Background: an optimization exercise with open tools, aiming at small area, a short achievable clock period and few clock cycles. Do not read the settings as production practice.
The RTL was checked by simulation tests, not by an equivalence proof against the original design.
Power figures rest on the tool's default switching activity, not on a simulated workload.

// MPQ
module MPQ(clk,rst,data_valid,data,cmd_valid,cmd,index,value,busy,RAM_valid,RAM_A,RAM_D,done);
clock: 7.0 ns
lec_check: 0
cap_margin: 20
core_margin: 2
core_utilization: 30
place_density: 0.5
setup_slack_margin: 4.0
slew_margin: 20
run.sh (not shown) runs the stock make flow with config.mk's settings and CLKGATE_MAP_FILE= SYNTH_SCRIPT=/design/flow/synth_recipe.tcl, a recipe that flattens the netlist after the stock synthesis.
The first run produced a clean layout.
Testbench counts at the start, summed over its fixed seeds: cycles 12,171.
Edit:
--- a/flow/design.v
+++ b/flow/design.v
@@ -5,30 +5,33 @@
 input [7:0] data;
 input cmd_valid;
 input [2:0] cmd;
 input [7:0] index;
 input [7:0] value;
 output reg busy;
 output reg RAM_valid;
 output [7:0] RAM_A;
-output reg [7:0] RAM_D;
+output [7:0] RAM_D;
 output reg done;
 localparam S_LOAD = 0, S_IDLE = 1, S_PRE = 2, S_R1 = 3, S_R2 = 4, S_R3 = 5, S_R4 = 6, S_WR = 7, S_RD = 8;
 localparam C_BUILD = 3'd0, C_EXT = 3'd1, C_INC = 3'd2, C_INS = 3'd3, C_WR = 3'd4;
 reg [8:0] st;
 reg [3:0] m;       
 reg [14:0] os;     
 reg [3:0] wa;      
 reg [7:0] valr;    
 reg [7:0] rdr;     
 reg [2:0] cr;      
 reg       pend;    
 reg       fixed;   
 assign RAM_A = {4'd0, wa};
+reg [7:0] wd;
+reg       wf;
+assign RAM_D = wf ? a0 : wd;
 reg [119:0] A;
 wire [7:0] a0 = A[7:0],   a1 = A[15:8],   a2 = A[23:16],  a3 = A[31:24];
 wire [7:0] a4 = A[39:32], a5 = A[47:40],  a6 = A[55:48],  a7 = A[63:56];
 wire [7:0] a8 = A[71:64], a9 = A[79:72],  a10 = A[87:80], a11 = A[95:88];
 wire [7:0] a12 = A[103:96], a13 = A[111:104], a14 = A[119:112];
 function gt8;
 	input [7:0] a, b;
 	reg [7:0] g, l;
@@ -199,17 +202,19 @@
 	if (rst) begin
 		st <= 9'd1 << S_LOAD;
 		os <= 15'd1;
 		pend <= 1'b0;
 		fixed <= 1'b0;
 		busy <= 1'b1;
 		RAM_valid <= 1'b0;
 		done <= 1'b0;
+		wf <= 1'b0;
 	end else begin
+		wf <= issue & (cmd == C_WR);
 		st <= nst;
 		busy <= ~(nst[S_IDLE] | nst[S_R3]);
 		done <= 1'b0;
 		if (ld) begin
 			os <= {os[13:0], 1'b0};
 			fixed <= 1'b0;
 		end
 		if (r4) begin
@@ -237,23 +242,20 @@
 	end
 end
 always @(posedge clk) begin
 	if (ld && os[11]) m <= 4'd11;
 	rdr <= rd;
 	if (issue) begin
 		cr <= cmd;
 		valr <= value;
-		if (cmd == C_WR) begin
-			wa <= 4'd0;
-			RAM_D <= n_0;    
-		end
+		if (cmd == C_WR) wa <= 4'd0;
 	end
 	if (start) begin
 		if (cr == C_INS) m <= m + 4'd1;
 		if (cr == C_EXT) m <= m - 4'd1;
 	end
 	if (wcyc && !wlast) begin
 		wa <= wa + 4'd1;
-		RAM_D <= rd;
+		wd <= rd;
 	end
 end
 endmodule
Result: The changed run finished with timing, DRC and antenna clean. First-iteration DRC count falls by 8.0%. Power came out lower by 2.9%. Clock skew stays flat. Non-clock buffer count rises by 5. Combinational power falls by 5.6%.
Testbench counts after the change, summed over its fixed seeds: cycles 12,171.

---

== rev 12 ==
MPQ, a different RTL version from the one above (not shown whole).
For scale: ~1700 cells after synthesis, roughly 180 flip-flops, ~50 I/O pins, about 14000 sq um of cells after synthesis.
Settings: LEC_CHECK=0, CAP_MARGIN=20, CORE_MARGIN=2, CORE_UTILIZATION=40, PLACE_DENSITY=0.65, SETUP_SLACK_MARGIN=4.0, SLEW_MARGIN=20; clock period 7.0 ns.
Testbench counts of rev 12, summed over its fixed seeds: cycles 11,648.
> inputs changed (rev 12 -> rev 13)
--- a/flow/design.v
+++ b/flow/design.v
@@ -10,37 +10,31 @@
 output reg busy;
 output reg RAM_valid;
 output [7:0] RAM_A;
 output reg [7:0] RAM_D;    
 output reg done;
 localparam S_LOAD = 0, S_IDLE = 1, S_PRE = 2, S_R1 = 3, S_R2 = 4, S_R3 = 5, S_R4 = 6, S_WR = 7, S_RD = 8;
 localparam C_BUILD = 3'd0, C_EXT = 3'd1, C_INC = 3'd2, C_INS = 3'd3, C_WR = 3'd4;
 reg [8:0] st;
 reg [3:0] m;       
-reg [3:0] ob;      
 reg [14:0] os;     
 reg [3:0] wa;      
 reg [7:0] valr;    
 reg [2:0] cr;      
 reg       pend;    
 reg       fixed;   
 reg       xw;      
 assign RAM_A = {4'd0, wa};
 reg [119:0] A;
-integer j;
 wire [7:0] a0 = A[7:0],   a1 = A[15:8],   a2 = A[23:16],  a3 = A[31:24];
 wire [7:0] a4 = A[39:32], a5 = A[47:40],  a6 = A[55:48],  a7 = A[63:56];
 wire [7:0] a8 = A[71:64], a9 = A[79:72],  a10 = A[87:80], a11 = A[95:88];
 wire [7:0] a12 = A[103:96], a13 = A[111:104], a14 = A[119:112];
-always @(*) begin
-	for (j = 0; j < 15; j = j + 1)
-		os[j] = (ob == j);
-end
 function gt8;
 	input [7:0] a, b;
 	reg [7:0] g, l;
 	reg [3:0] g2, l2;
 	reg [1:0] g4, l4;
 	integer i;
 	begin
 		g = a & ~b;
 		l = ~a & b;
@@ -142,36 +136,44 @@
 wire [7:0] n_8  = sr3 ? a3 : a8;
 wire [7:0] n_9  = sl4 ? a4 : a9;
 wire [7:0] n_10 = sr4 ? a4 : a10;
 wire [7:0] n_11 = sl5 ? a5 : a11;
 wire [7:0] n_12 = sr5 ? a5 : a12;
 wire [7:0] n_13 = sl6 ? a6 : a13;
 wire [7:0] n_14 = sr6 ? a6 : a14;
 wire [119:0] N = {n_14, n_13, n_12, n_11, n_10, n_9, n_8, n_7, n_6, n_5, n_4, n_3, n_2, n_1, n_0};
 reg [7:0] rd;
+integer j;
 always @(*) begin
 	rd = 8'd0;
 	for (j = 0; j < 15; j = j + 1)
 		rd = rd | ({8{os[j]}} & A[8*j +: 8]);
+end
+reg [14:0] moh, ioh;
+always @(*) begin
+	for (j = 0; j < 15; j = j + 1) begin
+		moh[j] = (m == j);
+		ioh[j] = (index[3:0] == j);
+	end
 end
 wire is_cmd = (cmd <= 3'd4);
 wire issue  = is_cmd & (st[S_IDLE] | r3);
 wire start  = st[S_PRE] | (r4 & pend);
 wire ld     = st[S_LOAD];
 wire pinc   = st[S_PRE] & (cr == C_INC);
-wire wsel   = ld | (start & (cr == C_INS)) | pinc | x0;
+wire wone   = ld | (start & (cr == C_INS)) | pinc | x0;
 wire [7:0] bus = ld ? data : (x0 ? 8'd0 : ((pinc & ~gt8(valr, RAM_D)) ? RAM_D : valr));
 reg [119:0] An;
 integer k;
 always @(*) begin
 	An = N;
 	for (k = 0; k < 15; k = k + 1) begin
-		if (wsel && os[k])
+		if (wone && os[k])
 			An[8*k +: 8] = bus;
 		else if (x0 && k == 0)
 			An[8*k +: 8] = rd;
 	end
 end
 always @(posedge clk) begin
 	A[95:0] <= An[95:0];
 end
 always @(posedge clk or posedge rst) begin
@@ -193,55 +195,55 @@
 assign nst[S_R1]   = (st[S_PRE] & ~skip1) | (r4 & pend & (cr == C_INS));
 assign nst[S_R2]   = r1 | (st[S_IDLE] & (cmd == C_BUILD)) | (st[S_PRE] & skip1) |
                      (r4 & pend & ((cr == C_BUILD) | (cr == C_EXT)));
 assign nst[S_R3]   = r2;
 assign nst[S_R4]   = r3;
 assign nst[S_WR]   = (st[S_IDLE] & (cmd == C_WR)) | (wcyc & ~wlast);
 always @(posedge clk or posedge rst) begin
 	if (rst) begin
 		st <= 9'd1 << S_LOAD;
-		ob <= 4'd0;
+		os <= 15'd1;
 		pend <= 1'b0;
 		fixed <= 1'b0;
 		xw <= 1'b0;
 		busy <= 1'b1;
 		RAM_valid <= 1'b0;
 		done <= 1'b0;
 	end else begin
 		st <= nst;
 		xw <= (cr == C_EXT) & ((st[S_PRE] & skip1) | (r4 & pend));
 		busy <= ~(nst[S_IDLE] | nst[S_R3]);
 		done <= 1'b0;
 		if (ld) begin
-			ob <= ob + 4'd1;
+			os <= {os[13:0], 1'b0};
 			fixed <= 1'b0;
 		end
 		if (r4) begin
 			fixed <= 1'b1;
 			pend <= 1'b0;
 		end
 		if (issue) begin
 			if (r3) pend <= 1'b1;
 			if (cmd == C_WR) RAM_valid <= 1'b1;
 			case (cmd)
-				C_EXT:   ob <= m;
-				C_INC:   ob <= index[3:0];
-				C_INS:   ob <= m + 4'd1;
-				default: ob <= 4'd1;
+				C_EXT:   os <= moh;
+				C_INC:   os <= ioh;
+				C_INS:   os <= {moh[13:0], 1'b0};
+				default: os <= 15'd2;
 			endcase
 		end
 		if (wcyc) begin
 			if (wlast) begin
 				RAM_valid <= 1'b0;
 				done <= 1'b1;
-				ob <= 4'd0;
+				os <= 15'd1;
 			end else
-				ob <= ob + 4'd1;
+				os <= {os[13:0], 1'b0};
 		end
 	end
 end
 always @(posedge clk) begin
 	if (ld && os[11]) m <= 4'd11;
 	if (issue && cmd == C_WR) RAM_D <= n_0;
 	else                      RAM_D <= rd;
 	if (issue) begin
 		cr <= cmd;
==> comparison <==
- As of rev 13, worst ir drop on vdd had risen by a little under 10% compared to rev 12.
- Re count of clock-buffer cells in the layout: no difference whatsoever between rev 13 and rev 12.
- The run with more setup slack is rev 13; rev 12 has less.
- Compared with rev 12, in rev 13 die extent in y grew by 0.85%, clock latency of the later-clocked register in the worst-skew pair held steady, power share of the combinational group shrank by 2.5 points.
Testbench counts of rev 13, summed over its fixed seeds: cycles 11,648.

## re-timing with driven ports
In the flow no input, the clock included, has a driving cell. The finished layouts below were timed again as built, in two steps. Step 1 (the two cells are an assumption about what drives the block):
set clk [get_ports {clk}]
set_driving_cell -lib_cell sky130_fd_sc_hd__clkbuf_16 $clk
set_driving_cell -lib_cell sky130_fd_sc_hd__buf_2 [delete_from_list [all_inputs] $clk]
Step 2 also shifts input and output timing later by t, the mid clock arrival at the registers, as if the neighbouring blocks saw the same clock. a / b / c = ideal / step 1 / step 2; a / b = the first two.
| run | shift t [ns] | setup WS [ns] | worst data-port slew with drivers (ns) | cell pins on the clock port's net |
|---|---|---|---|---|
| the first run of note 1 | 0.524 | 3.969 / 3.969 / 3.525 | 0.06 | 1 |
| the second run of note 1 | 0.548 | 3.891 / 3.832 / 3.388 | 0.06 | 1 |
| rev 12 | 0.500 | 3.863 / 3.870 / 3.369 | 0.06 | 1 |
| rev 13 | 0.519 | 3.927 / 3.929 / 3.410 | 0.06 | 1 |
After both steps setup and hold are still met in every run listed. For rev 13, which loses most, drivers alone change the setup slack by +0.002 ns; drivers and shift together by -0.517 ns.
